This design comes from an exercise in tuning for small area on the open sky130 flow, not from production work.
In this exercise RTL edits were held to simulation tests only and were not proved equivalent to the original.
Power and IR drop assume default switching activity.

==> config.mk <==
export PLATFORM = sky130hd
export DESIGN_NAME = Segway
export DESIGN_NICKNAME = Segway
export VERILOG_FILES = /design/flow/design.v
export SDC_FILE = /design/flow/constraint.sdc
export NUM_CORES = 4
export LEC_CHECK = 0
export CAP_MARGIN = 20
export CORE_MARGIN = 2
export CORE_UTILIZATION = 40
export CTS_BUF_LIST = sky130_fd_sc_hd__clkbuf_8
export CTS_CLUSTER_DIAMETER = 80
export CTS_CLUSTER_SIZE = 16
export PLACE_DENSITY = 0.6
export SLEW_MARGIN = 20
==> constraint.sdc <==
create_clock -name core_clock -period 20.0 [get_ports {clk}]
set_input_delay 4.0000 -clock core_clock [delete_from_list [all_inputs] [get_ports {clk}]]
set_output_delay 4.0000 -clock core_clock [all_outputs]
set_load 0.01 [all_outputs]
==> design.v <==
module rst_synch(RST_n, clk, rst_n);
input RST_n, clk;
output reg rst_n;
reg out1;
always @(posedge clk, negedge RST_n)
  if (!RST_n) begin
    out1 <= 1'b0;
    rst_n <= 1'b0;
  end else begin
    out1 <= 1'b1;
    rst_n <= out1;
  end
endmodule
module SPI_mstr16(clk, rst_n, wrt, MISO, SS_n, SCLK, busy, front, shft, bit_cnt, sclk_cnt, MISO_smpl, first_smpl);
input clk, rst_n, wrt, MISO;
output SS_n;
output SCLK;
output busy;			 
output front;			 
output reg shft;		 
output reg [3:0] bit_cnt;
output [4:0] sclk_cnt;		 
output reg MISO_smpl;
output reg first_smpl;		 
localparam IDLE = 2'd0, FRONT = 2'd1, GO = 2'd2, BACK = 2'd3;
reg [1:0] state, nxt_state;
reg [4:0] sclk_div;
reg en_SCLK;
wire [8:0] cnt_inc;
wire cnt_co;
rc_inc #(9) u_cinc(.a({bit_cnt, sclk_div}), .ci(1'b1), .s(cnt_inc), .co(cnt_co));
wire sclk_all1 = &sclk_div;
wire bit_all1 = &bit_cnt;
assign SCLK = sclk_div[4];
assign sclk_cnt = sclk_div;
wire smpl = ~sclk_div[4] & (&sclk_div[3:0]);
wire shft_nxt = sclk_all1;
assign busy = (state != IDLE);
assign SS_n = ~busy;
assign front = (state == FRONT);
always @(posedge clk, negedge rst_n)
	if(!rst_n)
		state <= IDLE;
	else
		state <= nxt_state;
always @(posedge clk, negedge rst_n)
	if(!rst_n)
		sclk_div[4] <= 1'b0;
	else if(SS_n)
		sclk_div[4] <= 1'b1;
	else if(en_SCLK)
		sclk_div[4] <= cnt_inc[4];
always @(posedge clk)
	if(SS_n)
		{bit_cnt, sclk_div[3:0]} <= 8'hF7;
	else if(en_SCLK)
		{bit_cnt, sclk_div[3:0]} <= {cnt_inc[8:5], cnt_inc[3:0]};
always @(posedge clk)
	if(smpl)
		MISO_smpl <= MISO;
always @(posedge clk, negedge rst_n)
	if(!rst_n)
		first_smpl <= 1'b0;
	else if(shft & (state == GO) & (bit_cnt == 4'h0))
		first_smpl <= MISO_smpl;
always @* begin
	nxt_state = state;
	shft = 1'b0;
	en_SCLK = 1'b0;
	case(state)
	  IDLE : if(wrt) nxt_state = FRONT;
	  FRONT : begin
		en_SCLK = 1'b1;
		if(shft_nxt) nxt_state = GO;
	  end
	  GO : begin
		if(bit_all1) nxt_state = BACK;
		else begin
			en_SCLK = 1'b1;
			shft = shft_nxt;
		end
	  end
	  default : begin	 
		if(shft_nxt) begin
			nxt_state = IDLE;
			shft = 1'b1;
		end else
			en_SCLK = 1'b1;
	  end
	endcase
end
endmodule
module A2D_intf(clk, rst_n, nxt, MISO, lft_ld, rght_ld, batt_low, a2d_SS_n, SCLK, MOSI);
input clk, rst_n, nxt;
input MISO;
output reg [11:0] lft_ld, rght_ld;
output batt_low;
output a2d_SS_n, SCLK, MOSI;
wire busy, shft, MISO_smpl, first_smpl;
wire [3:0] bit_cnt;
reg wrt, update;
reg [1:0] rnd_cnt;
reg [11:0] rd;		 
reg batt11;		 
wire done = ~busy;
SPI_mstr16 SPI(.clk(clk), .rst_n(rst_n), .wrt(wrt), .MISO(MISO), .SS_n(a2d_SS_n), .SCLK(SCLK),
		.busy(busy), .front(), .shft(shft), .bit_cnt(bit_cnt), .sclk_cnt(), .MISO_smpl(MISO_smpl), .first_smpl(first_smpl));
wire [2:0] chnl = {rnd_cnt[0] | rnd_cnt[1], 1'b0, rnd_cnt[1]};
reg cmd_bit;
always @* begin
	case(bit_cnt)
	  4'd2: cmd_bit = chnl[2];
	  4'd3: cmd_bit = chnl[1];
	  4'd4: cmd_bit = chnl[0];
	  default: cmd_bit = 1'b0;
	endcase
end
assign MOSI = busy ? cmd_bit : first_smpl;
always @(posedge clk)
	if(shft)
		rd <= {rd[10:0], MISO_smpl};
always @(posedge clk, negedge rst_n)
	if(!rst_n)
		rnd_cnt <= 2'b00;
	else if(update)
		rnd_cnt <= {rnd_cnt[0], ~rnd_cnt[0] & ~rnd_cnt[1]};
always @(posedge clk, negedge rst_n)
	if(!rst_n)
		lft_ld <= 12'h000;
	else if(update & ~rnd_cnt[0] & ~rnd_cnt[1])
		lft_ld <= rd;
always @(posedge clk, negedge rst_n)
	if(!rst_n)
		rght_ld <= 12'h000;
	else if(update & rnd_cnt[0])
		rght_ld <= rd;
always @(posedge clk, negedge rst_n)
	if(!rst_n)
		batt11 <= 1'b0;
	else if(update & rnd_cnt[1])
		batt11 <= rd[11];
assign batt_low = ~batt11;
localparam IDLE = 2'd0, SEND_1ST = 2'd1, WAIT_1 = 2'd2, SEND_2ND = 2'd3;
reg [1:0] state, nxt_state;
always @(posedge clk, negedge rst_n)
	if(!rst_n)
		state <= IDLE;
	else
		state <= nxt_state;
always @* begin
	nxt_state = state;
	wrt = 1'b0;
	update = 1'b0;
	case(state)
	  IDLE : if(nxt) begin nxt_state = SEND_1ST; wrt = 1'b1; end
	  SEND_1ST : if(done) nxt_state = WAIT_1;
	  WAIT_1 : begin nxt_state = SEND_2ND; wrt = 1'b1; end
	  default : if(done) begin nxt_state = IDLE; update = 1'b1; end
	endcase
end
endmodule
module UART_rcv(clk, rst_n, RX, clr_rdy, rdy_g, rdy_s);
input clk, rst_n;
input RX;
input clr_rdy;
output rdy_g, rdy_s;		 
reg state;			 
reg [3:0] bit_cnt;
reg [11:0] baud_cnt;
reg rx_ff1, rx_ff2;
reg gm, sm;			 
localparam [11:0] BAUD_END = 12'h800, BAUD_HALF = 12'h564, BAUD_FULL = 12'hE47;
wire shift = (baud_cnt == BAUD_END);
wire [11:0] baud_step = {baud_cnt[10:0], baud_cnt[11] ^ baud_cnt[10]};
wire [3:0] bit_inc;
wire bit_co;
rc_inc #(4) u_binc(.a(bit_cnt), .ci(1'b1), .s(bit_inc), .co(bit_co));
wire start = ~state & ~rx_ff2;
wire last = state & (bit_cnt == 4'b1010);
always @(posedge clk or negedge rst_n)
  if (!rst_n)
    state <= 1'b0;
  else if (start)
    state <= 1'b1;
  else if (last)
    state <= 1'b0;
always @(posedge clk)
  if (start)
    bit_cnt <= 4'b0000;
  else if (shift)
    bit_cnt <= bit_inc;
always @(posedge clk)
  if (start)
    baud_cnt <= BAUD_HALF;
  else if (shift)
    baud_cnt <= BAUD_FULL;
  else
    baud_cnt <= baud_step;
reg exp_g, exp_s, dbit;
always @* begin
  dbit = 1'b1;
  exp_g = 1'b0;
  exp_s = 1'b0;
  case (bit_cnt)
    4'd1: begin exp_g = 1'b1; exp_s = 1'b1; end
    4'd2: begin exp_g = 1'b1; exp_s = 1'b1; end
    4'd3: begin exp_g = 1'b1; exp_s = 1'b0; end
    4'd4: begin exp_g = 1'b0; exp_s = 1'b0; end
    4'd5: begin exp_g = 1'b0; exp_s = 1'b1; end
    4'd6: begin exp_g = 1'b1; exp_s = 1'b1; end
    4'd7: begin exp_g = 1'b1; exp_s = 1'b1; end
    4'd8: begin exp_g = 1'b0; exp_s = 1'b0; end
    default: dbit = 1'b0;
  endcase
end
always @(posedge clk or negedge rst_n)
  if (!rst_n) begin
    gm <= 1'b0;
    sm <= 1'b0;
  end else if (start) begin
    gm <= 1'b1;
    sm <= 1'b1;
  end else if (clr_rdy) begin
    gm <= 1'b0;
    sm <= 1'b0;
  end else if (shift & dbit & state) begin
    gm <= gm & (rx_ff2 == exp_g);
    sm <= sm & (rx_ff2 == exp_s);
  end
always_ff @(posedge clk or negedge rst_n)
  if (!rst_n)
    begin
      rx_ff1 <= 1'b1;
      rx_ff2 <= 1'b1;
    end
  else
    begin
      rx_ff1 <= RX;
      rx_ff2 <= rx_ff1;
    end
assign rdy_g = ~state & gm;
assign rdy_s = ~state & sm;
endmodule
module Auth_blk(clk, rst_n, RX, rider_off, pwr_up);
input clk, rst_n, RX, rider_off;
output reg pwr_up;
wire g, s;
reg clr_rx_rdy;
UART_rcv RCV(.clk(clk), .rst_n(rst_n), .RX(RX), .clr_rdy(clr_rx_rdy), .rdy_g(g), .rdy_s(s));
localparam OFF = 2'd0, PWR1 = 2'd1, PWR2 = 2'd2;
reg [1:0] state, nxt_state;
always @(posedge clk, negedge rst_n)
	if(!rst_n)
		state <= OFF;
	else
		state <= nxt_state;
always @* begin
	nxt_state = OFF;
	pwr_up = 1'b0;
	clr_rx_rdy = 1'b0;
	case(state)
	  OFF : if(g) begin nxt_state = PWR1; pwr_up = 1'b1; clr_rx_rdy = 1'b1; end
	  PWR1 : begin
		pwr_up = 1'b1;
		if(s) begin nxt_state = PWR2; clr_rx_rdy = 1'b1; end
		else nxt_state = PWR1;
	  end
	  PWR2 : begin
		if(g) begin nxt_state = PWR1; pwr_up = 1'b1; clr_rx_rdy = 1'b1; end
		else if(!rider_off) begin nxt_state = PWR2; pwr_up = 1'b1; end
	  end
	  default : ;
	endcase
end
endmodule
module PWM11(clk, rst_n, cnt, clr, PWM_sig);
input clk, rst_n;
input [10:0] cnt;
input clr;
output reg PWM_sig;
always @(posedge clk, negedge rst_n)
  if(!rst_n)
    PWM_sig <= 1'b0;
  else if(clr)
    PWM_sig <= 1'b0;
  else if(~|cnt)
    PWM_sig <= 1'b1;
endmodule
module mtr_drv(clk, rst_n, cnt, pwr_up, lft_ge, rght_ge, lft_rev, rght_rev, PWM_rev_lft, PWM_rev_rght, PWM_frwrd_lft, PWM_frwrd_rght);
input clk, rst_n;
input [10:0] cnt;
input pwr_up;			 
input lft_ge, rght_ge;		 
input lft_rev, rght_rev;
output PWM_rev_lft, PWM_rev_rght;
output PWM_frwrd_lft, PWM_frwrd_rght;
wire lft_pwm_sig, rght_pwm_sig;
assign PWM_rev_lft = lft_rev & lft_pwm_sig;
assign PWM_frwrd_lft = ~lft_rev & lft_pwm_sig;
assign PWM_rev_rght = rght_rev & rght_pwm_sig;
assign PWM_frwrd_rght = ~rght_rev & rght_pwm_sig;
PWM11 l_pwm(.clk(clk), .rst_n(rst_n), .cnt(cnt), .clr(~pwr_up | lft_ge), .PWM_sig(lft_pwm_sig)),
      r_pwm(.clk(clk), .rst_n(rst_n), .cnt(cnt), .clr(~pwr_up | rght_ge), .PWM_sig(rght_pwm_sig));
endmodule
module Piezo_Timer(clk, rst_n, reset, steer_en_tmr_full, cnt16_full, cnt);
input clk, rst_n, reset;
output steer_en_tmr_full;
output cnt16_full;
output reg [26:0] cnt;
wire [26:0] nxt;
wire [27:0] c;
assign c[0] = 1'b1;
genvar i;
generate for (i = 0; i < 27; i = i + 1) begin : g
	assign nxt[i] = cnt[i] ^ c[i];
	assign c[i+1] = cnt[i] & c[i];
end endgenerate
assign steer_en_tmr_full = c[15];	 
assign cnt16_full = c[16];		 
always @(posedge clk, negedge rst_n)
	if(!rst_n)
		cnt <= 27'h0;
	else if(reset)
		cnt <= 27'h0;
	else
		cnt <= nxt;
endmodule
module piezo(clk, rst_n, en_steer, ovr_spd, batt_low, steer_en_clr_tmr, piezo, piezo_n, steer_en_tmr_full, cnt16_full);
input clk, rst_n, en_steer, ovr_spd, batt_low, steer_en_clr_tmr;
output piezo, piezo_n, steer_en_tmr_full, cnt16_full;
wire wave;
wire [26:0] cnt;
wire any = en_steer | ovr_spd | batt_low;
Piezo_Timer piezo_timer(.clk(clk), .rst_n(rst_n), .reset(~any & steer_en_clr_tmr), .cnt(cnt), .steer_en_tmr_full(steer_en_tmr_full), .cnt16_full(cnt16_full));
assign wave = 	(ovr_spd) ? (~cnt[12] & ~cnt[24]) :
		(en_steer) ? (~cnt[14] & ~cnt[25] & ~cnt[26]) : 1'b0;
assign piezo = (wave | (batt_low & ~cnt[15] & cnt[26] & ~cnt[25]));
assign piezo_n = any & ~piezo;
endmodule
module inertial_integrator(clk, rst_n, vld, ld_cmp, cmp_en, inc_en, sclk_cnt, bit_cnt, ptch_rt, AZ, ptch);
input clk, rst_n, vld, ld_cmp;
input cmp_en;			 
input inc_en;			 
input [4:0] sclk_cnt;		 
input [3:0] bit_cnt;		 
input [15:0] ptch_rt, AZ;
output [15:0] ptch;
reg [26:0] ptch_int;
reg [16:0] inc;
reg cmp;
assign ptch = ptch_int[26:11];
wire [26:0] ptch_int_nxt;
wire pn_co;
rc_add #(27) u_pn(.a(ptch_int), .b({{10{inc[16]}}, inc}), .ci(1'b0), .s(ptch_int_nxt), .co(pn_co));
wire [15:0] p = ptch_int_nxt[26:11];
reg [7:0] dl;			 
reg oc;				 
reg asgn;			 
reg [2:0] sc;			 
reg az_k, pb_k, off_k;
always @* begin
  az_k = asgn;
  case (sclk_cnt)
    5'd23: az_k = AZ[0];   5'd24: az_k = AZ[1];   5'd25: az_k = AZ[2];
    5'd26: az_k = AZ[3];   5'd27: az_k = AZ[4];   5'd28: az_k = AZ[5];
    5'd29: az_k = AZ[6];   5'd30: az_k = AZ[7];   5'd31: az_k = AZ[8];
    5'd0:  az_k = AZ[9];   5'd1:  az_k = AZ[10];  5'd2:  az_k = AZ[11];
    5'd3:  az_k = AZ[12];  5'd4:  az_k = AZ[13];  5'd5:  az_k = AZ[14];
    5'd6:  az_k = AZ[15];
    default: ;
  endcase
  off_k = (sclk_cnt == 5'd30) | (sclk_cnt == 5'd31);	 
  pb_k = 1'b0;
  case (sclk_cnt)
    5'd4:  pb_k = ~p[0];   5'd5:  pb_k = ~p[1];   5'd6:  pb_k = ~p[2];
    5'd7:  pb_k = ~p[3];   5'd8:  pb_k = ~p[4];   5'd9:  pb_k = ~p[5];
    5'd10: pb_k = ~p[6];   5'd11: pb_k = ~p[7];   5'd12: pb_k = ~p[8];
    5'd13: pb_k = ~p[9];   5'd14: pb_k = ~p[10];  5'd15: pb_k = ~p[11];
    5'd16: pb_k = ~p[12];  5'd17: pb_k = ~p[13];  5'd18: pb_k = ~p[14];
    5'd19: pb_k = ~p[15];  5'd20: pb_k = ~p[15];
    default: ;
  endcase
end
wire in_az = (sclk_cnt[4] & (sclk_cnt[3] | (sclk_cnt[2] & sclk_cnt[1] & sclk_cnt[0]))) |	 
	     (~sclk_cnt[4] & ~sclk_cnt[3] & ~(sclk_cnt[2] & sclk_cnt[1] & sclk_cnt[0]));	 
wire a_k = in_az ? (az_k ^ off_k ^ oc) : asgn;
wire oc_n = (az_k & off_k) | (az_k & oc) | (off_k & oc);
wire nak = ~a_k;
wire f1s = dl[7] ^ dl[5] ^ dl[2];
wire f1c = (dl[7] & dl[5]) | (dl[7] & dl[2]) | (dl[5] & dl[2]);
wire f2s = nak ^ pb_k ^ sc[0];
wire f2c = (nak & pb_k) | (nak & sc[0]) | (pb_k & sc[0]);
wire x_k = f1s ^ f2s;			 
wire h0c = f1s & f2s;
wire f3s = f1c ^ f2c ^ h0c;
wire f3c = (f1c & f2c) | (f1c & h0c) | (f2c & h0c);
wire t1 = f3s ^ sc[1];
wire h1c = f3s & sc[1];
wire t2 = f3c ^ h1c ^ sc[2];
wire t3 = (f3c & h1c) | (f3c & sc[2]) | (h1c & sc[2]);
wire [2:0] sc_n = {t3, t2, t1};
always @(posedge clk) begin
  if (ld_cmp) begin
    dl <= 8'h00;
    oc <= 1'b0;
    sc <= 3'd1;
  end else begin
    dl <= {dl[6:0], a_k};
    oc <= oc_n;
    sc <= sc_n;
  end
  if (sclk_cnt == 5'd6)
    asgn <= a_k;
end
always @(posedge clk, negedge rst_n)
  if (!rst_n)
    cmp <= 1'b1;
  else if (cmp_en & (bit_cnt == 4'd0) & (sclk_cnt == 5'd20))
    cmp <= ~x_k;
localparam [15:0] RTC_K = 16'hFC3E;
wire [4:0] j = sclk_cnt;
wire inc_step = inc_en & (bit_cnt == 4'd0) & ~j[4] | inc_en & (bit_cnt == 4'd0) & (j == 5'd16);
wire first = (j == 5'd0);
reg c1, c2, rl;
wire c1e = c1 & ~first;
wire c2e = c2 | first;
wire kc = j[4] ? 1'b0 : RTC_K[j[3:0]];
wire rtc_j = j[4] ? rl : (inc[0] ^ kc ^ c1e);
wire c1n = (inc[0] & kc) | (inc[0] & c1e) | (kc & c1e);
wire kk = (j == 5'd10) | (~cmp & ((j[3] & (j[2] | (j[1] & j[0]))) | j[4]));	 
wire nr = ~rtc_j;
wire inc_j = kk ^ nr ^ c2e;
wire c2n = (kk & nr) | (kk & c2e) | (nr & c2e);
always @(posedge clk)
  if (inc_step) begin
    c1 <= c1n;
    c2 <= c2n;
    rl <= rtc_j;
  end
always @(posedge clk, negedge rst_n)
	if(!rst_n) begin
		ptch_int <= 27'h0;
		inc <= 17'h00000;
	end else if(vld) begin
		ptch_int <= ptch_int_nxt;
		inc <= {ptch_rt[15], ptch_rt};
	end else if(inc_step)
		inc <= {inc_j, inc[16:1]};
endmodule
module inert_intf(clk, rst_n, vld, ptch, SS_n, SCLK, MOSI, MISO, INT, init_go);
  input clk, rst_n;
  input INT;
  input init_go;		 
  output vld;
  output [15:0] ptch;
  input MISO;
  output SS_n, SCLK, MOSI;
  reg INT1, INT_stable;
  reg [7:0] ptchL, ptchH, AZL;
  reg [7:0] rd;			 
  localparam INIT1 = 4'd0, INIT2 = 4'd1, INIT3 = 4'd2, INIT4 = 4'd3, WAIT = 4'd4,
	     RD1 = 4'd5, RD2 = 4'd6, RD3 = 4'd7, RD4 = 4'd8;
  reg [3:0] state, nxt_state;
  wire done = ~busy & (state != INIT1);
  reg wrt;
  wire busy, front, shft, MISO_smpl, first_smpl;
  wire [3:0] bit_cnt;
  wire [4:0] sclk_cnt;
  SPI_mstr16 iSPI(.clk(clk), .rst_n(rst_n), .wrt(wrt), .MISO(MISO), .SS_n(SS_n), .SCLK(SCLK),
		  .busy(busy), .front(front), .shft(shft), .bit_cnt(bit_cnt), .sclk_cnt(sclk_cnt), .MISO_smpl(MISO_smpl), .first_smpl(first_smpl));
  inertial_integrator iINT(.clk(clk), .rst_n(rst_n), .vld(vld), .ld_cmp((state == RD3) & done),
			   .cmp_en(state == RD4), .inc_en(state == RD1), .sclk_cnt(sclk_cnt), .bit_cnt(bit_cnt),
			   .ptch_rt({ptchH, ptchL}), .AZ({rd, AZL}), .ptch(ptch));
  reg [15:0] cip;
  always @* begin
    case(state)
      INIT2: cip = 16'h0D02;
      INIT3: cip = 16'h1053;
      INIT4: cip = 16'h1150;
      WAIT:  cip = 16'h1460;
      RD1:   cip = 16'hA200;
      RD2:   cip = 16'hA300;
      RD3:   cip = 16'hAC00;
      RD4:   cip = 16'hAD00;
      default: cip = 16'h0D02;
    endcase
  end
  assign MOSI = busy ? cip[front ? 4'hF : ~bit_cnt] : first_smpl;
  always @(posedge clk)
    if(shft)
      rd <= {rd[6:0], MISO_smpl};
  always_ff@(posedge clk) begin
    INT1 <= INT;
    INT_stable <= INT1;
  end
  always_ff@(posedge clk, negedge rst_n)
    if(!rst_n)
      state <= INIT1;
    else
      state <= nxt_state;
  always_comb begin
    wrt = 1'b0;
    nxt_state = state;
    case(state)
      INIT1: if(init_go) begin wrt = 1'b1; nxt_state = INIT2; end
      INIT2: if(done) begin wrt = 1'b1; nxt_state = INIT3; end
      INIT3: if(done) begin wrt = 1'b1; nxt_state = INIT4; end
      INIT4: if(done) begin wrt = 1'b1; nxt_state = WAIT; end
      WAIT:  if(done & INT_stable) begin wrt = 1'b1; nxt_state = RD1; end
      RD1:   if(done) begin wrt = 1'b1; nxt_state = RD2; end
      RD2:   if(done) begin wrt = 1'b1; nxt_state = RD3; end
      RD3:   if(done) begin wrt = 1'b1; nxt_state = RD4; end
      RD4:   if(done) nxt_state = WAIT;
      default: nxt_state = INIT1;
    endcase
  end
  assign vld = (state == RD4) & done;
  always_ff@(posedge clk)
    if((state == WAIT) & done & INT_stable)
      ptchL <= rd;
  always_ff@(posedge clk)
    if((state == RD1) & done)
      ptchH <= rd;
  always_ff@(posedge clk)
    if((state == RD2) & done)
      AZL <= rd;
endmodule
module balance_cntrl(clk, rst_n, vld, pwr_up, ptch, ld_cell_diff, rider_off, en_steer,
		     cnt_nxt, lft_ge, lft_rev, rght_ge, rght_rev, too_fast);
  input clk, rst_n;
  input vld;
  input pwr_up;
  input [15:0] ptch;
  input [11:0] ld_cell_diff;
  input rider_off;
  input en_steer;
  input [10:0] cnt_nxt;		 
  output lft_ge;		 
  output lft_rev;
  output rght_ge;
  output rght_rev;
  output too_fast;
  reg [17:0] full_integrator;
  reg [9:0] prev_ptch_err, intermediate;
  wire [9:0] e = ptch[15] ? (&ptch[14:9] ? ptch[9:0] : 10'h200) :
			     (|ptch[14:9] ? 10'h1FF : ptch[9:0]);
  wire [17:0] next_integrator;
  wire ni_co;
  rc_add #(18) u_int(.a(full_integrator), .b({{8{e[9]}}, e}), .ci(1'b0), .s(next_integrator), .co(ni_co));
  wire ov = (e[9] & full_integrator[17] & ~next_integrator[17]) |
	    (~e[9] & ~full_integrator[17] & next_integrator[17]);
  always @(posedge clk)
	if(rider_off | ~pwr_up)
		full_integrator <= 18'h0;
	else if(vld & ~ov)
		full_integrator <= next_integrator;
  always @(posedge clk, negedge rst_n)
	if(!rst_n) begin
		prev_ptch_err <= 10'h0;
		intermediate <= 10'h0;
	end
	else if(vld) begin
		prev_ptch_err <= intermediate;
		intermediate <= e;
	end
  wire [9:0] dd;
  wire dd_co;
  rc_add #(10) u_dd(.a(e), .b(~prev_ptch_err), .ci(1'b1), .s(dd), .co(dd_co));
  wire [6:0] d = dd[9] ? (&dd[8:6] ? dd[6:0] : 7'h40) :
			 (|dd[8:6] ? 7'h3F : dd[6:0]);
  wire [11:0] I = full_integrator[13:2];
  wire [14:0] pid;
  pid_sum u_pid(.e(e), .d(d), .I(I), .y(pid));
  wire [11:0] dif = ld_cell_diff;
  wire [14:0] D8 = {{6{dif[11]}}, dif[11:3]};
  wire nz = |dif[2:0];
  wire neg = dif[11] & (|dif[10:0]);
  wire [14:0] st_l = en_steer ? (neg ? D8 : ~D8) : 15'h0;
  wire [14:0] st_r = en_steer ? (neg ? ~D8 : D8) : 15'h0;
  wire ci_l = en_steer & (neg ? nz : 1'b1);
  wire ci_r = en_steer & neg & ~nz;
  wire [14:0] tl, tr;
  wire tl_co, tr_co;
  rc_add #(15) u_tl(.a(pid), .b(st_l), .ci(ci_l), .s(tl), .co(tl_co));
  rc_add #(15) u_tr(.a(pid), .b(st_r), .ci(ci_r), .s(tr), .co(tr_co));
  wire [10:0] lspd_n, rspd_n;
  wire lrev_n, rrev_n;
  torque_shape u_l(.t(tl), .spd(lspd_n), .rev(lrev_n));
  torque_shape u_r(.t(tr), .spd(rspd_n), .rev(rrev_n));
  wire lge_n, rge_n;
  rc_carry #(11) u_lge(.a(cnt_nxt), .b(~lspd_n), .ci(1'b1), .co(lge_n));
  rc_carry #(11) u_rge(.a(cnt_nxt), .b(~rspd_n), .ci(1'b1), .co(rge_n));
  wire tf_n = (lspd_n[10] & lspd_n[9] & (|lspd_n[8:0])) | (rspd_n[10] & rspd_n[9] & (|rspd_n[8:0]));
  reg lft_ge_f, rght_ge_f, lft_rev_f, rght_rev_f, tf_f;
  always_ff@(posedge clk) begin
		lft_ge_f <= lge_n;
		rght_ge_f <= rge_n;
		lft_rev_f <= lrev_n;
		rght_rev_f <= rrev_n;
		tf_f <= tf_n;
  end
  assign lft_ge = lft_ge_f;
  assign rght_ge = rght_ge_f;
  assign lft_rev = lft_rev_f;
  assign rght_rev = rght_rev_f;
  assign too_fast = pwr_up & tf_f;
endmodule
module torque_shape(input [14:0] t, output [10:0] spd, output rev);
  assign rev = t[14];
  wire [13:0] oc = t[13:0] ^ {14{t[14]}};	 
  wire big = (|oc[13:7]) | (oc[6] & (oc[5] | oc[4] | oc[3] | (oc[2] & (oc[1] | (rev & oc[0])))));
  wire [10:0] adj;
  wire adj_co;
  rc_add #(11) u_adj(.a(oc[10:0]), .b(11'd980), .ci(rev), .s(adj), .co(adj_co));
  wire sat = adj_co | (|oc[13:11]);
  wire [6:0] a;
  wire a_co;
  rc_inc #(7) u_a(.a(oc[6:0]), .ci(rev), .s(a), .co(a_co));
  wire [10:0] m;
  wire m_co;
  rc_add #(11) u_m(.a({a, 4'b0000}), .b(~{4'b0000, a}), .ci(1'b1), .s(m), .co(m_co));
  assign spd = big ? (sat ? 11'h7FF : adj) : m;
endmodule
module pid_sum(input [9:0] e, input [6:0] d, input [11:0] I, output [14:0] y);
  wire s0 = ~e[0] ^ I[1] ^ 1'b1;
  wire c0 = (~e[0] & I[1]) | (~e[0] & 1'b1) | (I[1] & 1'b1);
  wire s1 = ~e[1] ^ d[0] ^ I[2];
  wire c1 = (~e[1] & d[0]) | (~e[1] & I[2]) | (d[0] & I[2]);
  wire s2 = ~e[2] ^ d[1] ^ I[3];
  wire c2 = (~e[2] & d[1]) | (~e[2] & I[3]) | (d[1] & I[3]);
  wire s3 = e[0] ^ ~e[3] ^ d[0];
  wire c3 = (e[0] & ~e[3]) | (e[0] & d[0]) | (~e[3] & d[0]);
  wire s4 = d[2] ^ I[4] ^ c2;
  wire c4 = (d[2] & I[4]) | (d[2] & c2) | (I[4] & c2);
  wire s5 = e[1] ^ ~e[4] ^ d[1];
  wire c5 = (e[1] & ~e[4]) | (e[1] & d[1]) | (~e[4] & d[1]);
  wire s6 = d[3] ^ I[5] ^ c3;
  wire c6 = (d[3] & I[5]) | (d[3] & c3) | (I[5] & c3);
  wire s7 = c4 ^ s5 ^ s6;
  wire c7 = (c4 & s5) | (c4 & s6) | (s5 & s6);
  wire s8 = e[2] ^ ~e[5] ^ d[2];
  wire c8 = (e[2] & ~e[5]) | (e[2] & d[2]) | (~e[5] & d[2]);
  wire s9 = d[4] ^ I[6] ^ c5;
  wire c9 = (d[4] & I[6]) | (d[4] & c5) | (I[6] & c5);
  wire s10 = c6 ^ c7 ^ s8;
  wire c10 = (c6 & c7) | (c6 & s8) | (c7 & s8);
  wire s11 = e[3] ^ ~e[6] ^ d[3];
  wire c11 = (e[3] & ~e[6]) | (e[3] & d[3]) | (~e[6] & d[3]);
  wire s12 = d[5] ^ I[7] ^ c8;
  wire c12 = (d[5] & I[7]) | (d[5] & c8) | (I[7] & c8);
  wire s13 = c9 ^ c10 ^ s11;
  wire c13 = (c9 & c10) | (c9 & s11) | (c10 & s11);
  wire s14 = e[4] ^ ~e[7] ^ d[4];
  wire c14 = (e[4] & ~e[7]) | (e[4] & d[4]) | (~e[7] & d[4]);
  wire s15 = ~d[6] ^ I[8] ^ 1'b1;
  wire c15 = (~d[6] & I[8]) | (~d[6] & 1'b1) | (I[8] & 1'b1);
  wire s16 = c11 ^ c12 ^ c13;
  wire c16 = (c11 & c12) | (c11 & c13) | (c12 & c13);
  wire s17 = s14 ^ s15 ^ s16;
  wire c17 = (s14 & s15) | (s14 & s16) | (s15 & s16);
  wire s18 = e[5] ^ ~e[8] ^ d[5];
  wire c18 = (e[5] & ~e[8]) | (e[5] & d[5]) | (~e[8] & d[5]);
  wire s19 = I[9] ^ 1'b1 ^ c14;
  wire c19 = (I[9] & 1'b1) | (I[9] & c14) | (1'b1 & c14);
  wire s20 = c15 ^ c16 ^ c17;
  wire c20 = (c15 & c16) | (c15 & c17) | (c16 & c17);
  wire s21 = s18 ^ s19 ^ s20;
  wire c21 = (s18 & s19) | (s18 & s20) | (s19 & s20);
  wire s22 = e[6] ^ e[9] ^ ~d[6];
  wire c22 = (e[6] & e[9]) | (e[6] & ~d[6]) | (e[9] & ~d[6]);
  wire s23 = I[10] ^ 1'b1 ^ c18;
  wire c23 = (I[10] & 1'b1) | (I[10] & c18) | (1'b1 & c18);
  wire s24 = c19 ^ c20 ^ c21;
  wire c24 = (c19 & c20) | (c19 & c21) | (c20 & c21);
  wire s25 = s22 ^ s23 ^ s24;
  wire c25 = (s22 & s23) | (s22 & s24) | (s23 & s24);
  wire s26 = e[7] ^ ~I[11] ^ 1'b1;
  wire c26 = (e[7] & ~I[11]) | (e[7] & 1'b1) | (~I[11] & 1'b1);
  wire s27 = c22 ^ c23 ^ c24;
  wire c27 = (c22 & c23) | (c22 & c24) | (c23 & c24);
  wire s28 = c25 ^ s26 ^ s27;
  wire c28 = (c25 & s26) | (c25 & s27) | (s26 & s27);
  wire s29 = e[8] ^ c26 ^ c27;
  wire c29 = (e[8] & c26) | (e[8] & c27) | (c26 & c27);
  wire [14:0] r1 = {1'b1, ~e[9], c28, s28, s25, s21, s17, s12, s9, s7, s3, c1, c0, s0, I[0]};
  wire [14:0] r2 = {1'b0, c29, s29, 1'b0, 1'b0, 1'b0, 1'b0, s13, s10, 1'b0, s4, s2, s1, 1'b0, 1'b0};
  wire co;
  rc_add #(15) u_add(.a(r1), .b(r2), .ci(1'b0), .s(y), .co(co));
endmodule
module steer_en_SM(clk, rst_n, lft_load, rght_load, tmr_full, en_steer, rider_off, clr_tmr, load_cell_diff);
  input clk;
  input rst_n;
  input [11:0] lft_load, rght_load;
  input tmr_full;
  output reg en_steer;
  output reg rider_off;
  output reg clr_tmr;
  output [11:0] load_cell_diff;
  localparam IDLE = 2'd0, WAIT = 2'd1, STEER = 2'd2;
  reg [1:0] state, nxt_state;
  wire [11:0] sum_lo;
  wire sum_hi;
  rc_add #(12) u_sum(.a(lft_load), .b(rght_load), .ci(1'b0), .s(sum_lo), .co(sum_hi));
  wire [12:0] sum = {sum_hi, sum_lo};
  wire sum_gt_min = sum > 13'h220;
  wire sum_lt_min = sum < 13'h1E0;
  wire [11:0] dif;
  wire dif_co;
  rc_add #(12) u_dif(.a(lft_load), .b(~rght_load), .ci(1'b1), .s(dif), .co(dif_co));
  wire sgn = dif[11];
  wire [11:0] dif_oc = dif ^ {12{sgn}};
  assign load_cell_diff = dif;	 
  wire diff_gt_1_4;
  rc_carry #(12) u_c14(.a(dif_oc), .b(~{1'b0, sum[12:2]}), .ci(sgn), .co(diff_gt_1_4));
  wire [8:0] q = sum[12:4];
  wire [11:0] y_lo;
  wire y_co;
  rc_add #(12) u_y(.a(dif_oc), .b({3'b000, q}), .ci(sgn), .s(y_lo), .co(y_co));
  wire [12:0] y = {y_co, y_lo};
  wire diff_gt_15_16;
  rc_carry #(9) u_c1516(.a(y[12:4]), .b(~q), .ci(|y[3:0]), .co(diff_gt_15_16));
  always_ff@(posedge clk, negedge rst_n)
    if(!rst_n)
      state <= IDLE;
    else
      state <= nxt_state;
  always_comb begin
    clr_tmr = 0;
    en_steer = 0;
    rider_off = 1;
    nxt_state = IDLE;
    case(state)
    IDLE: if(sum_gt_min) begin
      clr_tmr = 1;
      rider_off = 0;
      nxt_state = WAIT;
    end
    WAIT: if(sum_lt_min) begin
      rider_off = 1;
      nxt_state = IDLE;
    end
    else if(diff_gt_1_4) begin
      clr_tmr = 1;
      nxt_state = WAIT;
      rider_off = 0;
    end
    else if(tmr_full) begin
      en_steer = 1;
      nxt_state = STEER;
      rider_off = 0;
    end
    else begin
      nxt_state = WAIT;
      rider_off = 0;
    end
    STEER: if(sum_lt_min) begin
      rider_off = 1;
      nxt_state = IDLE;
    end
    else if(diff_gt_15_16) begin
      clr_tmr = 1;
      nxt_state = WAIT;
      rider_off = 0;
    end
    else begin
      en_steer = 1;
      nxt_state = STEER;
      rider_off = 0;
    end
    default: nxt_state = IDLE;
    endcase
  end
endmodule
module Segway(clk,RST_n,LED,INERT_SS_n,INERT_MOSI,
              INERT_SCLK,INERT_MISO,A2D_SS_n,A2D_MOSI,A2D_SCLK,
			  A2D_MISO,PWM_rev_rght,PWM_frwrd_rght,PWM_rev_lft,
			  PWM_frwrd_lft,piezo_n,piezo,INT,RX);
  input clk,RST_n;
  input INERT_MISO;
  input A2D_MISO;
  input INT;
  input RX;
  output [7:0] LED;
  output A2D_SS_n, INERT_SS_n;
  output A2D_MOSI, INERT_MOSI;
  output A2D_SCLK, INERT_SCLK;
  output PWM_rev_rght, PWM_frwrd_rght;
  output PWM_rev_lft, PWM_frwrd_lft;
  output piezo_n,piezo;
  wire rst_n;
  wire [11:0] lft_ld, rght_ld;
  wire batt_low;
  wire pwr_up;
  wire [15:0] ptch;
  wire vld;
  wire lft_rev, rght_rev, too_fast;
  wire rider_off, en_steer;
  wire [11:0] load_cell_diff;
  wire steer_en_tmr_full, steer_en_clr_tmr;
  wire [10:0] tmr16, tmr16_nxt;
  wire lft_ge, rght_ge;
  wire init_go;
  assign LED = ptch[15:8];
  free_tmr iTMR(.clk(clk), .rst_n(rst_n), .cnt(tmr16), .nxt(tmr16_nxt));
  A2D_intf a2d_intf_DUT(.clk(clk), .rst_n(rst_n), .nxt(vld), .MISO(A2D_MISO),
			.lft_ld(lft_ld), .rght_ld(rght_ld), .batt_low(batt_low),
			.a2d_SS_n(A2D_SS_n), .SCLK(A2D_SCLK), .MOSI(A2D_MOSI));
  Auth_blk auth_blk_DUT(.clk(clk), .rst_n(rst_n), .RX(RX), .rider_off(rider_off), .pwr_up(pwr_up));
  mtr_drv mtr_drv_DUT(.clk(clk), .rst_n(rst_n), .cnt(tmr16[10:0]), .pwr_up(pwr_up),
			.lft_ge(lft_ge), .rght_ge(rght_ge), .lft_rev(lft_rev), .rght_rev(rght_rev),
			.PWM_rev_lft(PWM_rev_lft), .PWM_rev_rght(PWM_rev_rght),
			.PWM_frwrd_lft(PWM_frwrd_lft), .PWM_frwrd_rght(PWM_frwrd_rght));
  piezo piezo_DUT(.clk(clk), .rst_n(rst_n), .en_steer(en_steer), .ovr_spd(too_fast),
			.batt_low(batt_low), .steer_en_clr_tmr(steer_en_clr_tmr),
			.piezo(piezo), .piezo_n(piezo_n), .steer_en_tmr_full(steer_en_tmr_full), .cnt16_full(init_go));
  inert_intf inert_intf_DUT(.clk(clk), .rst_n(rst_n), .INT(INT), .MISO(INERT_MISO), .init_go(init_go),
				.vld(vld), .ptch(ptch), .SS_n(INERT_SS_n), .SCLK(INERT_SCLK), .MOSI(INERT_MOSI));
  balance_cntrl balance_ctrl_DUT(.clk(clk), .rst_n(rst_n), .pwr_up(pwr_up), .vld(vld), .ptch(ptch),
				.ld_cell_diff(load_cell_diff), .rider_off(rider_off), .en_steer(en_steer),
				.cnt_nxt(tmr16_nxt[10:0]), .lft_ge(lft_ge), .lft_rev(lft_rev), .rght_ge(rght_ge), .rght_rev(rght_rev),
				.too_fast(too_fast));
  steer_en_SM steer_en_DUT(.clk(clk), .rst_n(rst_n), .lft_load(lft_ld), .rght_load(rght_ld),
				.tmr_full(steer_en_tmr_full), .en_steer(en_steer), .rider_off(rider_off),
				.load_cell_diff(load_cell_diff), .clr_tmr(steer_en_clr_tmr));
  rst_synch iRST(.clk(clk), .RST_n(RST_n), .rst_n(rst_n));
endmodule
module rc_add #(parameter W = 8) (input [W-1:0] a, input [W-1:0] b, input ci, output [W-1:0] s, output co);
  wire [W:0] c;
  assign c[0] = ci;
  genvar i;
  generate for (i = 0; i < W; i = i + 1) begin : g
    wire p = a[i] ^ b[i];
    assign s[i] = p ^ c[i];
    assign c[i+1] = (a[i] & b[i]) | (p & c[i]);
  end endgenerate
  assign co = c[W];
endmodule
module rc_carry #(parameter W = 8) (input [W-1:0] a, input [W-1:0] b, input ci, output co);
  wire [W:0] c;
  assign c[0] = ci;
  genvar i;
  generate for (i = 0; i < W; i = i + 1) begin : g
    assign c[i+1] = (a[i] & b[i]) | ((a[i] | b[i]) & c[i]);
  end endgenerate
  assign co = c[W];
endmodule
module rc_inc #(parameter W = 8) (input [W-1:0] a, input ci, output [W-1:0] s, output co);
  wire [W:0] c;
  assign c[0] = ci;
  genvar i;
  generate for (i = 0; i < W; i = i + 1) begin : g
    assign s[i] = a[i] ^ c[i];
    assign c[i+1] = a[i] & c[i];
  end endgenerate
  assign co = c[W];
endmodule
module free_tmr(input clk, input rst_n, output reg [10:0] cnt, output [10:0] nxt);
  wire co;
  rc_inc #(11) u_inc(.a(cnt), .ci(1'b1), .s(nxt), .co(co));
  always @(posedge clk, negedge rst_n)
    if (!rst_n) cnt <= 11'h0;
    else cnt <= nxt;
endmodule
==> flow/run.sh <==
#!/bin/bash
# The standard layout (standard.sh) with three changes:
#  1. after the standard synthesis, the combinational cells (all but the
#     flip-flops, adder cells and tie cells) are re-mapped by ABC with an
#     area-leaning script (resynth.tcl, abc_resynth.script);
#  2. clock tree synthesis adds no dummy loads;
#  3. the port buffers use the smallest buffer cell.
# Each tool's output goes to a log file in this folder (and ORFS's own logs).
set -euo pipefail
R=$PWD/orfs/results/$FLOW_PLATFORM/Segway/base
bash standard.sh synth > standard_synth.log 2>&1
cp $R/1_2_yosys.v $R/1_2_yosys_std.v
RESYNTH_RESULTS=$R yosys -c flow/resynth.tcl > resynth.log 2>&1
rm -f $R/1_synth.odb $R/1_synth.sdc
bash standard.sh \
  "CTS_ARGS=-sink_clustering_enable -repair_clock_nets -sink_clustering_size 16 -sink_clustering_max_diameter 80 -buf_list sky130_fd_sc_hd__clkbuf_8 -dont_use_dummy_load" \
  "BUFFER_PORTS_ARGS=-buffer_cell sky130_fd_sc_hd__buf_1" \
  finish > standard.log 2>&1
==> flow/abc_resynth.script <==
&get -n
&st
&dch
&nf -R 1000
&st
&dch -f
&nf -R 1000
&st
&dch -f
&nf -R 1000
&st
&dch -f
&nf -R 1000
&put
==> flow/resynth.tcl <==
# Re-map the combinational logic of the standard synthesis with an
# area-leaning ABC script.  Flip-flops, full/half adders and tie cells of the
# standard netlist are kept as they are (same instances, names and cell
# types); every other cell is read as its liberty function and re-mapped.
set lib $::env(FLOW_HOME)/platforms/sky130hd/lib/sky130_fd_sc_hd__tt_025C_1v80.lib
set res $::env(RESYNTH_RESULTS)
yosys read_liberty -ignore_miss_func $lib
foreach c {conb_1 dfrtp_1 dfrtp_2 dfrtp_4 dfstp_1 dfstp_2 dfstp_4 dfxtp_1 dfxtp_2 dfxtp_4 edfxtp_1 fa_1 fa_2 fa_4 ha_1 ha_2 ha_4 dfrbp_1 dfrbp_2 dfsbp_1 dfsbp_2 dfxbp_1 dfxbp_2 edfxbp_1 dlxtp_1} {
  yosys setattr -mod -set blackbox 1 sky130_fd_sc_hd__$c
}
yosys read_verilog $res/1_2_yosys_std.v
yosys hierarchy -top $::env(FLOW_TOP)
yosys tee -o resynth_before.txt stat -liberty $lib
yosys flatten
# nets named after the flattened cells' pins are internal
yosys rename -hide w:_*
yosys opt_clean -purge
set f [open abc.constr w]
puts $f "set_driving_cell sky130_fd_sc_hd__buf_1"
puts $f "set_load 5"
close $f
yosys abc -script [file normalize flow/abc_resynth.script] -liberty $lib -constr [file normalize abc.constr] \
  -dont_use sky130_fd_sc_hd__probe_p_8 -dont_use sky130_fd_sc_hd__probec_p_8 -dont_use sky130_fd_sc_hd__lpflow_*
yosys splitnets
yosys opt_clean -purge
# as ORFS: buffer nets that go straight from a cell or input to an output port
yosys insbuf -buf sky130_fd_sc_hd__buf_4 A X
yosys tee -o resynth_after.txt stat -liberty $lib
yosys write_verilog -noattr -nohex -nodec $res/1_2_yosys.v
==> standard.sh <==
#!/bin/bash
# synth_recipe.tcl (not shown) runs the flow's synth.tcl, then flattens the netlist and writes it again
# the make line also repeats each setting of config.mk as NAME=value (left out here)
make -C /OpenROAD-flow-scripts/flow DESIGN_CONFIG=/design/flow/config.mk WORK_HOME=/design/flow/orfs CLKGATE_MAP_FILE= SYNTH_SCRIPT=/design/flow/synth_recipe.tcl "${@:-finish}"
==> metrics.md, run 1 <==
| Metric | Value |
|---|---|
| Maxcap violations | `0` |
| Initial core utilization | `40.4%` |
| DRC viols | `0` |
| Nature of the critical path startpoint | `flip-flop` |
| Pwr Density | `48.6 nW/um^2` |
| Sw frac | `roughly a quarter` |
| Max Slew Vio Count | `0` |
| Layout cells sized above 1 | `5.88%` |
| WL per Instance | `15.2 um` |
| Max incr delay on CP | `roughly 0.45 ns` |
| Fmax | `between 50 and 60 MHz` |
| Clock share of power | `30.6%` |
| Slew @ Worst Pin | `0.841 ns` |
| Die H | `approximately 210 um` |
| Req. time, crit path | `20.46 ns` |
| Total CTS buffers | `23` |
| Flop2flop setup slack | `0.81 ns` |
| Comb power frac | `under 10%` |
| Clock Tree Buf Depth | `3` |
| DRT iter0 DRCs | `715` |
| H-tree depth | `1` |
| Rel. slew slack | `~44%` |
| Antenna diode count | `0` |
| CTS tree | `done` |
| Yosys Warn Count | `12` |
| Internal power | `0.718 mW` |
| Largest net degree at the start of global routing | `65` |
| Final HPWL DP | `27400 um` |
| Fin. Hold Viols | `0` |
| Total power | `approximately 0.94 mW` |
| Initial antenna violation count | `0` |
| Core area | `roughly 44000 sq um` |
| Clk Latency, worst-skew pair | `between 0.6 and 0.7 ns` |
| Crit-path most repeated cell | `fa_1` |
| Setup violators final | `0` |
| Via count | `12.5k` |
| Worst-path fanout max | `12` |
| Die Footprint | `46200 sq um` |
| GR Overflow Total | `0` |
| Total track usage | `16.1%` |
| I/O pin count | `26` |
| DR vias/cell | `about 5.2` |
| Fin Hold WS | `0.260 ns` |
| Hold Path Class | `flip-flop to asynchronous set/reset pin` |
| Slowest cell on crit path | `fa_1` |
| CTS Sinks | `279` |
| First-pass GRT wire length | `62900 um` |
| FILL cells | `4218` |
| Root buf cell | `clkbuf_8` |
| Avg Inst Size Synth | `10.2 sq um` |
| Storage cell area | `about 7000 sq um` |
| Clock-pin slew on the worst setup and hold paths | `0.10 ns` |
| Lkg Pwr | `8.03 nW` |
| P&R area growth vs syn | `8.89%` |
| Multi-input logic area | `10200 sq um` |
| Period minus WS final | `19.19 ns` |
| Cells after Synth | `between 1.5k and 2k` |
| Max rail drop VDD | `0.0000399 V` |
| Final wirelength | `36600 um` |
| FP Rows | `77` |
| CP Data Arrival Time | `19.65 ns` |
| Vias in the first global route | `12.6k` |
| Fin crit share | `95.9%` |
| Iteration count of the initial detailed-routing pass | `5` |
| Die W | `approximately 210 um` |
| Port Buffers | `25` |
| Final ANT Viol Nets | `0` |
| Mapped Area | `17800 sq um` |
| Critical Path End Type | `flip-flop` |
| Worst slack, placed | `0.0255 ns` |
| Status | `no timing/DRC/antenna violations` |
| Placer Congestion | `0.836` |
| Sw Pwr | `between 0.2 and 0.25 mW` |
| Syn Nets | `a little over 2k` |
| Seq pwr share | `64.6%` |
| Nets | `2124` |
| Max Clock Skew | `0.107 ns` |
| Crit Path Category | `flip-flop to flip-flop` |
| PnR worst setup slack | `around 0.8 ns` |
==> cell type report <==
cell class,instances,area share (%)
Timing Repair Buffer,56,1.72
Clock buffer,23,1.63
Sequential cell,279,35.5
Multi-Input combinational cell,1233,52.8
Inverter,230,4.48
Tap cell,592,3.82
==> critical path: cells and delay by family, from the launching register on <==
family          cells  cell delay (ns)
fa+ha+maj          45            15.12
compound gates      8             1.44
buf+inv            11             0.96
xor+xnor            4             0.76
flops               1             0.39
simple gates        4             0.38
==> path summary, 6_finish.rpt <==
check | start | end | depth (start not counted)
max | a2d_intf_DUT.lft_ld[0]$_DFFE_PN0P_ | balance_ctrl_DUT.rght_ge_f$_DFF_P_ | 72
min | iRST.rst_n$_DFF_PN0_ | inert_intf_DUT.state[1]$_DFFE_PN0P_ | 0
max reg2reg | a2d_intf_DUT.lft_ld[0]$_DFFE_PN0P_ | balance_ctrl_DUT.rght_ge_f$_DFF_P_ | 72
min reg2reg | iRST.rst_n$_DFF_PN0_ | inert_intf_DUT.state[1]$_DFFE_PN0P_ | 0
max in group asynchronous | RST_n | iRST.rst_n$_DFF_PN0_ | 1
min in group core_clock | inert_intf_DUT.INT1$_DFF_P_ | inert_intf_DUT.INT_stable$_DFF_P_ | 0
==> per-stage QoR <==
step	util, %	cells	area, sq um	setup TNS [ns]
floorplan	-	1750	17900	0
global placement	42.8	2382	18800	0
detailed placement	42.8	2382	18800	0
CTS	43.5	2405	19100	0
global route	44.0	2413	19400	-0.0760
finish	44.0	2413	19400	0
==> cell usage in the layout (no fill, tap or decap), drive strengths merged, types with 7 or more instances in the layout <==
cell / count
clkinv: 228
clkbuf: 23
edfxtp: 50
and2: 38
dfrtp: 154
a211oi: 22
buf: 56
nor4: 8
o211ai: 7
nor2: 203
a21o: 9
o31ai: 7
nand4: 13
ha: 145
dfxtp: 72
a22oi: 22
mux2i: 8
fa: 150
nand2b: 9
a31oi: 15
nand2: 141
a22o: 12
o22ai: 24
o21ai: 79
a21oi: 107
xnor2: 29
and3: 13
nand3: 32
nor2b: 14
xor2: 21
nor3: 21
==> routing by layer <==
layer,up-vias,wire length (um),global-route usage [%]
met5,-,0,0
met4,0,711,3.63
met3,53,1180,2.14
met2,203,17300,27.1
met1,6146,17400,22.3
li1,6093,-,-
==> power groups by stage <==
stage                     combinational, mW  sequential [mW]  clock (mW)
final                                0.0448            0.609       0.289
after global routing                 0.0534            0.612       0.321
after CTS                            0.0461            0.609       0.303
after detailed placement             0.0460            0.621           0
after global placement               0.0447            0.621           0
after floorplan                      0.0331            0.620           0
==> sequential cells by signal, summed over array words and instances (netlist names), 12 cells and up <==
name and cells:
a2d_intf_DUT.lft_ld 12, a2d_intf_DUT.rd 12, a2d_intf_DUT.rght_ld 12, auth_blk_DUT.RCV.baud_cnt 12
balance_ctrl_DUT.full_integrator 18, inert_intf_DUT.iINT.inc 17, inert_intf_DUT.iINT.ptch_int 27, piezo_DUT.piezo_timer.cnt 27
==> timing repair <==
| item | in CTS | in global routing |
|---|---|---|
| setup buffers | 0 | 7 |
| endpoints found under the hold margin | 0 | 0 |
| hold buffers | 0 | 0 |
| resized for setup | 0 | 37 |
| setup endpoints to repair | 0 | 3 |
==> run 2: changes to the inputs <==
==> flow/abc_resynth.script (replaced) <==
&get -n
&st
&dch
&nf -R 1000
&st
&syn2
&if -g -K 6
&synch2
&nf -R 1000
&st
&syn2
&if -g -K 6
&synch2
&nf -R 1000
&st
&syn2
&if -g -K 6
&synch2
&nf -R 1000
&st
&syn2
&if -g -K 6
&synch2
&nf -R 1000
&st
&syn2
&if -g -K 6
&synch2
&nf -R 1000
&put
--- a/flow/resynth.tcl
+++ b/flow/resynth.tcl
@@ -12,9 +12,7 @@
 yosys hierarchy -top $::env(FLOW_TOP)
 yosys tee -o resynth_before.txt stat -liberty $lib
 yosys flatten
-# nets named after the flattened cells' pins are internal
-yosys rename -hide w:_*
-yosys opt_clean -purge
+yosys opt_clean
 set f [open abc.constr w]
 puts $f "set_driving_cell sky130_fd_sc_hd__buf_1"
 puts $f "set_load 5"
@@ -23,7 +21,5 @@
   -dont_use sky130_fd_sc_hd__probe_p_8 -dont_use sky130_fd_sc_hd__probec_p_8 -dont_use sky130_fd_sc_hd__lpflow_*
 yosys splitnets
 yosys opt_clean -purge
-# as ORFS: buffer nets that go straight from a cell or input to an output port
-yosys insbuf -buf sky130_fd_sc_hd__buf_4 A X
 yosys tee -o resynth_after.txt stat -liberty $lib
 yosys write_verilog -noattr -nohex -nodec $res/1_2_yosys.v
==> run 2 against run 1 <==
Net effect:
- still clean
- synthesized cell count grew 1.0%
- register-to-register slack is essentially flat
- first-iteration DRC count grew 19%
- sequential cell count is the same
- critical path type unchanged
- largest power group unchanged
==> metrics.md, run 2 <==
| Metric | Value |
|---|---|
| Status | `no timing/DRC/antenna violations` |
| Die W | `217 um (+0.84%)` |
| FP Rows | `77 (unchanged)` |
| Req. time, crit path | `20.48 ns (+0.02 ns)` |
| Clock-pin slew on the worst setup and hold paths | `0.10 ns (about the same)` |
| Clk Latency, worst-skew pair | `0.59 ns (-0.02 ns)` |
| Setup violators final | `0 (unchanged)` |
| WL per Instance | `15.2 um (+0.51%)` |
| Crit-path most repeated cell | `fa_2` |
| Syn Nets | `2069 (+0.88%)` |
| DR vias/cell | `5.18 (about the same)` |
| Initial antenna violation count | `0 (unchanged)` |
| Pwr Density | `46.5 nW/um^2 (-4.3%)` |
| GR Overflow Total | `0 (unchanged)` |
| Largest registers | `inert_intf_DUT.iINT.ptch_int (27), piezo_DUT.piezo_timer.cnt (27), balance_ctrl_DUT.full_integrator (18)` |
| Max Clock Skew | `0.0494 ns (-0.0571 ns)` |
| Max Slew Vio Count | `0 (unchanged)` |
| Most Crowded Layer GR | `met2` |
| Most frequent cells in the layout | `240 x clkinv_1, 208 x nand2_1, 153 x dfrtp_1` |
| Initial core utilization | `40.7% (+0.33 points)` |
| Critical Path End Type | `flip-flop` |
| Layout cells sized above 1 | `5.25% (-0.62 points)` |
| Multi-input logic area | `10500 sq um (+2.8%)` |
| Maxcap violations | `0 (unchanged)` |
| Mapped Area | `18100 sq um (+1.7%)` |
| R2r worst-path depth | `69 (-4.2%)` |
| Nets | `2150 (+1.2%)` |
| Buffers and inverters on the worst path | `8 (-3)` |
| Fin. Hold Viols | `0 (unchanged)` |
| Cts hold-fix bufs | `0 (unchanged)` |
| Port Buffers | `25 (unchanged)` |
| Hold Path Class | `flip-flop to asynchronous set/reset pin` |
| Final wirelength | `37200 um (+1.6%)` |
| Yosys Warn Count | `12 (unchanged)` |
| DRT iter0 DRCs | `853 (+19%)` |
| Reg-to-reg endpoint | `balance_ctrl_DUT.rght_ge_f$_DFF_P_` |
| Lkg Pwr | `8.03 nW (about the same)` |
| Delay-heaviest family, CP | `adder cells` |
| Core area | `44400 sq um (+0.88%)` |
| FILL cells | `4228 (+0.24%)` |
| Slowest cell on crit path | `fa_2` |
| Cells after Synth | `1768 (+1.0%)` |
| Fmax | `52.2 MHz (about the same)` |
| Fin crit share | `95.9% (about the same)` |
| H-tree depth | `1 (unchanged)` |
| Placer Congestion | `0.832 (-0.47%)` |
| Worst-path fanout max | `6 (-6)` |
| Rel. slew slack | `31.6% (-12 points)` |
| Via count | `12.6k (+1.0%)` |
| I/O pin count | `26 (unchanged)` |
| M2 GR Usage | `27.9% (+0.85 points)` |
| Total power | `0.916 mW (-2.7%)` |
| Final ANT Viol Nets | `0 (unchanged)` |
| Clock Tree Buf Depth | `3 (unchanged)` |
| Avg Inst Size Synth | `10.2 sq um (+0.67%)` |
| CTS tree | `done` |
| Total CTS buffers | `23 (unchanged)` |
| P&R area growth vs syn | `8.82% (about the same)` |
| Period minus WS final | `19.17 ns (-0.0137 ns)` |
| Max rail drop VDD | `0.0000446 V (+12%)` |
| CP Data Arrival Time | `19.65 ns (about the same)` |
| CTS Sinks | `279 (unchanged)` |
| Largest net degree at the start of global routing | `78 (+20%)` |
| Storage cell area | `6880 sq um (unchanged)` |
| Total track usage | `16.4% (+0.28 points)` |
| Root buf cell | `clkbuf_8` |
| Slew @ Worst Pin | `1.03 ns (+0.185 ns)` |
| First-pass GRT wire length | `64600 um (+2.8%)` |
| Worst reg2reg startpoint | `a2d_intf_DUT.lft_ld[0]$_DFFE_PN0P_` |
| Met3 usage | `2.04% (-0.10 points)` |
| Most common cell after layout, fill and taps aside | `clkinv_1` |
| Met1 Resource Use GR | `22.5% (+0.18 points)` |
| Die H | `217 um (+0.84%)` |
| DRC viols | `0 (unchanged)` |
| CP Launch Point | `a2d_intf_DUT.lft_ld[0]$_DFFE_PN0P_` |
| RSZ-0062 raised after global routing | `false` |
| Antenna diode count | `0 (unchanged)` |
| Flop2flop setup slack | `0.83 ns (about the same)` |
| Nature of the critical path startpoint | `flip-flop` |
| Final HPWL DP | `28100 um (+2.3%)` |
| Die Footprint | `46900 sq um (+1.7%)` |
| Vias in the first global route | `12.9k (+3.0%)` |
| Max incr delay on CP | `0.46 ns (about the same)` |
| Post-Layout Inst Area | `19700 sq um (+1.6%)` |
| Post-DP Area | `19200 sq um (+2.1%)` |
| Iteration count of the initial detailed-routing pass | `5 (unchanged)` |
| Crit Path Category | `flip-flop to flip-flop` |
## run 2: cell types whose count changed in the layout (fill, tap and decap cells not counted), moves of 15 or more
cell      delta
a211oi_1    -15
a21oi_1     -30
nand2_1     +70
nor2_1      -94
o21ai_0     +25
## run 2: layer usage
layer	up-vias	wire (um)	part of all wire (%)
met5	-	0	0
met4	0	747	2.0
met3	41	1200	3.2
met2	204	17800	48
met1	6217	17400	47
li1	6161	-	-
## run 2: power by group
| group | internal, mW | total [mW] | switching, mW | leakage [nW] |
|---|---|---|---|---|
| Clock | 0.103 | 0.288 | 0.185 | 0.165 |
| Sequential | 0.591 | 0.602 | 0.0103 | 3.16 |
| Combinational | 0.0114 | 0.0263 | 0.0149 | 4.70 |
## run 2: layout make-up
class,count,area share [%]
multi-input combinational,1249,53.4
sequential,279,34.9
inverter,240,4.58
tap,592,3.76
timing repair buffer,56,1.68
clock buffer,23,1.61
## run 2: how the worst max path moves through the flow
stage	cells after the start	endpoint
2_1_floorplan	77	balance_ctrl_DUT.rght_ge_f$_DFF_P_
3_3_place_gp	78	balance_ctrl_DUT.rght_ge_f$_DFF_P_
3_5_place_dp	78	balance_ctrl_DUT.rght_ge_f$_DFF_P_
4_1_cts	78	balance_ctrl_DUT.rght_ge_f$_DFF_P_
5_1_grt	78	balance_ctrl_DUT.rght_ge_f$_DFF_P_
6_report	69	balance_ctrl_DUT.rght_ge_f$_DFF_P_
## run 2: repair_timing
action / CTS / global route
setup endpoints to repair: 1 / 3
pin swaps: 3 / 5
cloned: 0 / 0
setup buffers: 3 / 2
resized for setup: 7 / 24
## run 2: metrics by stage
stage | setup slack, ns | hold WS (ns) | setup TNS, ns | instances | utilization (%)
2_1_floorplan | 0.00957 | 0.310 | 0 | 1768 | -
3_3_place_gp | 0.126 | 0.286 | 0 | 2410 | 43.3
3_5_place_dp | -0.262 | 0.293 | -0.262 | 2410 | 43.3
4_1_cts | 0.0286 | 0.302 | 0 | 2436 | 44.1
5_1_grt | 0.0120 | 0.322 | 0 | 2439 | 44.3
6_report | 0.826 | 0.275 | 0 | 2439 | 44.3
==> run 3: changes to the inputs <==
==> flow/abc_resynth.script (replaced) <==
&get -n
&st
&dch
&nf -R 1000
&st
&dch -f
&nf -R 1000
&st
&dch -f
&nf -R 1000
&st
&dch -f
&nf -R 1000
&put
==> flow/resynth.tcl (replaced) <==
# Re-map the combinational logic of the standard synthesis with an
# area-leaning ABC script.  Flip-flops, full adders and tie cells of the
# standard netlist are kept as they are (same instances, names and cell
# types); every other cell is read as its liberty function and re-mapped.
set lib $::env(FLOW_HOME)/platforms/sky130hd/lib/sky130_fd_sc_hd__tt_025C_1v80.lib
set res $::env(RESYNTH_RESULTS)
yosys read_liberty -ignore_miss_func $lib
foreach c {conb_1 dfrtp_1 dfrtp_2 dfrtp_4 dfstp_1 dfstp_2 dfstp_4 dfxtp_1 dfxtp_2 dfxtp_4 edfxtp_1 fa_1 fa_2 fa_4 dfrbp_1 dfrbp_2 dfsbp_1 dfsbp_2 dfxbp_1 dfxbp_2 edfxbp_1 dlxtp_1} {
  yosys setattr -mod -set blackbox 1 sky130_fd_sc_hd__$c
}
yosys read_verilog $res/1_2_yosys_std.v
yosys hierarchy -top $::env(FLOW_TOP)
yosys tee -o resynth_before.txt stat -liberty $lib
yosys flatten
# nets named after the flattened cells' pins are internal
yosys rename -hide w:_*
yosys opt_clean -purge
set f [open abc.constr w]
puts $f "set_driving_cell sky130_fd_sc_hd__buf_1"
puts $f "set_load 5"
close $f
yosys abc -script [file normalize flow/abc_resynth.script] -liberty $lib -constr [file normalize abc.constr] \
  -dont_use sky130_fd_sc_hd__probe_p_8 -dont_use sky130_fd_sc_hd__probec_p_8 -dont_use sky130_fd_sc_hd__lpflow_*
yosys splitnets
yosys opt_clean -purge
# as ORFS: buffer nets that go straight from a cell or input to an output port
yosys insbuf -buf sky130_fd_sc_hd__buf_4 A X
yosys tee -o resynth_after.txt stat -liberty $lib
yosys write_verilog -noattr -nohex -nodec $res/1_2_yosys.v
==> run 3 against run 2 <==
Net effect:
- clock skew grew 0.014 ns
- register-to-register slack lost 0.05 ns
- sequential share of layout area grew 2.7 points
==> metrics.md, run 3 <==
| Metric | Value |
|---|---|
| Status | `no timing/DRC/antenna violations` |
| Yosys Warn Count | `12 (unchanged)` |
| Comb power frac | `3.1% (+0.2 points)` |
| Initial core utilization | `40.3% (-0.39 points)` |
| Iteration count of the initial detailed-routing pass | `5 (unchanged)` |
| Most common cell after layout, fill and taps aside | `nor2_1` |
| GR Overflow Total | `0 (unchanged)` |
| DRT iter0 DRCs | `643 (-25%)` |
| Clk Latency, worst-skew pair | `0.60 ns (about the same)` |
| Worst reg2reg startpoint | `a2d_intf_DUT.lft_ld[0]$_DFFE_PN0P_` |
| Slowest cell on crit path | `fa_1` |
| Most frequent cells in the layout | `259 x nor2_1, 169 x clkinv_1, 152 x dfrtp_1` |
| Sw frac | `23.2% (+0.29 points)` |
| Placed Cells | `2314 (-4.0%)` |
| CP Launch Point | `a2d_intf_DUT.lft_ld[0]$_DFFE_PN0P_` |
| Antenna diode count | `0 (unchanged)` |
| Cells after Synth | `1733 (-2.0%)` |
| Internal power | `0.711 mW (+0.72%)` |
| Die W | `209 um (-3.4%)` |
| Nets | `1963 (-8.7%)` |
| Largest registers | `inert_intf_DUT.iINT.ptch_int (27), piezo_DUT.piezo_timer.cnt (27), balance_ctrl_DUT.full_integrator (18)` |
| Max rail drop VDD | `0.0000443 V (-0.86%)` |
| WL per Instance | `15.0 um (-1.4%)` |
| CTS tree | `done` |
| Lkg Pwr | `7.18 nW (-11%)` |
| Vias in the first global route | `12.4k (-4.3%)` |
| Flop2flop setup slack | `0.77 ns (-0.05 ns)` |
| Max Slew Vio Count | `0 (unchanged)` |
| DR vias/cell | `5.18 (+0.16%)` |
| CP Data Arrival Time | `19.76 ns (+0.11 ns)` |
| Layout cells sized above 1 | `4.71% (-0.54 points)` |
| Fmax | `52.0 MHz (-0.27%)` |
| DRC viols | `0 (unchanged)` |
| Slew @ Worst Pin | `0.968 ns (-0.0587 ns)` |
| Crit Path Category | `flip-flop to flip-flop` |
| Core area | `41800 sq um (-6.0%)` |
| Total track usage | `16.6% (+0.21 points)` |
| Final wirelength | `35200 um (-5.2%)` |
| Via count | `12.2k (-3.7%)` |
| Mapped Area | `16800 sq um (-6.9%)` |
| FP Rows | `75 (-2.6%)` |
| Rel. slew slack | `35.3% (+3.7 points)` |
| Setup TNS Final | `0 ns (unchanged)` |
| Fin cells | `2344 (-3.9%)` |
| Req. time, crit path | `20.53 ns (+0.05 ns)` |
| Final HPWL DP | `26300 um (-6.5%)` |
| Fin crit share | `96.1% (+0.26 points)` |
| Cts hold-fix bufs | `0 (unchanged)` |
| Root buf cell | `clkbuf_8` |
| Worst-path fanout max | `7 (+1)` |
| Clock share of power | `31.6% (+0.2 points)` |
| Seq pwr share | `65.3% (-0.4 points)` |
| Max incr delay on CP | `0.48 ns (+0.02 ns)` |
| I/O pin count | `26 (unchanged)` |
| Maxcap violations | `0 (unchanged)` |
| Period minus WS final | `19.23 ns (+0.0526 ns)` |
| Placer Congestion | `0.897 (+7.8%)` |
| First-pass GRT wire length | `60600 um (-6.3%)` |
| Port Buffers | `25 (unchanged)` |
| Fin. Hold Viols | `0 (unchanged)` |
| Pwr Density | `50.7 nW/um^2 (+8.9%)` |
| Syn Nets | `1889 (-8.7%)` |
| Max Clock Skew | `0.0638 ns (+0.0144 ns)` |
| Avg Inst Size Synth | `9.72 sq um (-5.0%)` |
| Die Footprint | `43800 sq um (-6.7%)` |
| Largest net degree at the start of global routing | `73 (-6.4%)` |
| Total CTS buffers | `24 (+4.3%)` |
| CTS Sinks | `279 (unchanged)` |
| H-tree depth | `1 (unchanged)` |
| Initial antenna violation count | `0 (unchanged)` |
| Clock-pin slew on the worst setup and hold paths | `0.10 ns (about the same)` |
| Setup violators final | `0 (unchanged)` |
| Clock Tree Buf Depth | `3 (unchanged)` |
| Nature of the critical path startpoint | `flip-flop` |
| Critical Path End Type | `flip-flop` |
| Die H | `209 um (-3.4%)` |
| Crit-path most repeated cell | `fa_1` |
| Sw Pwr | `0.215 mW (+2.4%)` |
| FILL cells | `4033 (-4.6%)` |
| P&R area growth vs syn | `8.46%` |
| Hold Path Class | `flip-flop to asynchronous set/reset pin` |
| Final ANT Viol Nets | `0 (unchanged)` |
==> run 3: cell count changes in the layout (fill, tap and decap cells not counted), moves of 19 or more <==
cell      previous run  this run
nor2_1             105       259
xnor2_1             33        64
nand3_1             27        46
and2_0              38        18
a21oi_1             76       137
ha_1               141         0
clkinv_1           240       169
nand2_1            208       129
o21ai_0            102        66
==> run 3: repair_timing <==
| action | in CTS | in global routing |
|---|---|---|
| endpoints found under the setup margin | 0 | 3 |
| resized for setup | 0 | 23 |
| setup buffers | 0 | 6 |
==> run 3: path summary, 6_finish.rpt <==
| path | endpoint | cells past startpoint |
|---|---|---|
| worst min register to register | a2d_intf_DUT.state[0]$_DFFE_PN0P_ | 0 |
| worst min-delay path | a2d_intf_DUT.state[0]$_DFFE_PN0P_ | 0 |
| worst max register to register | balance_ctrl_DUT.rght_ge_f$_DFF_P_ | 65 |
| min in group core_clock | inert_intf_DUT.INT_stable$_DFF_P_ | 0 |
| max in group asynchronous | iRST.rst_n$_DFF_PN0_ | 1 |
| worst max-delay path | balance_ctrl_DUT.rght_ge_f$_DFF_P_ | 65 |
==> run 3: through the flow <==
stage / hold WS, ns / worst slack (ns) / power (mW) / util, % / instance area [sq um]
finish: 0.309 / 0.773 / 0.926 / 43.8 / 18300
detailed placement: 0.312 / 0.254 / 0.647 / 42.6 / 17800
global route: 0.364 / -0.0590 / 0.965 / 43.8 / 18300
floorplan: 0.310 / 0.132 / 0.635 / - / 16900
global placement: 0.314 / 0.533 / 0.645 / 42.6 / 17800
CTS: 0.335 / 0.221 / 0.945 / 43.4 / 18100
==> run 3: critical path, delay by kind of cell, from the launching register on <==
kind / cells / cell delay, ns
AND/OR/NAND/NOR: 7 / 1.26
adder cells (fa/ha/maj): 35 / 13.92
buffers and inverters: 5 / 0.55
flip-flops: 1 / 0.45
AO/OA/AOI/OAI: 12 / 1.73
XOR/XNOR: 6 / 1.26
==> run 3: routing by layer <==
| layer | track usage, % | vias up | wire length, um |
|---|---|---|---|
| met5 | 0 | - | 0 |
| met4 | 4.29 | 0 | 840 |
| met3 | 1.77 | 47 | 837 |
| met2 | 29.9 | 145 | 17800 |
| met1 | 21.4 | 5931 | 15800 |
| li1 | - | 6028 | - |
==> run 3: layout make-up <==
class | instances | area [sq um] | share of cell area (%)
tap | 539 | 674 | 3.69
inverter | 169 | 634 | 3.47
sequential | 279 | 6880 | 37.7
timing repair buffer | 56 | 327 | 1.79
multi-input combinational | 1277 | 9430 | 51.6
clock buffer | 24 | 330 | 1.81
==> run 3: power groups by stage <==
stage	clock network, mW	logic, mW	registers, mW
final	0.292	0.0291	0.605
after global routing	0.324	0.0336	0.608
after CTS	0.310	0.0300	0.605
after detailed placement	0	0.0301	0.617
after global placement	0	0.0288	0.616
after floorplan	0	0.0196	0.616

Re-timed with assumed drivers on the ports (clkbuf_16 on the clock, buf_2 on other inputs), run 3 has 0.773 ns of setup slack against 0.773 ns with ideal ports, and 0.773 ns once port delays also move by the mid clock arrival of 0.623 ns.
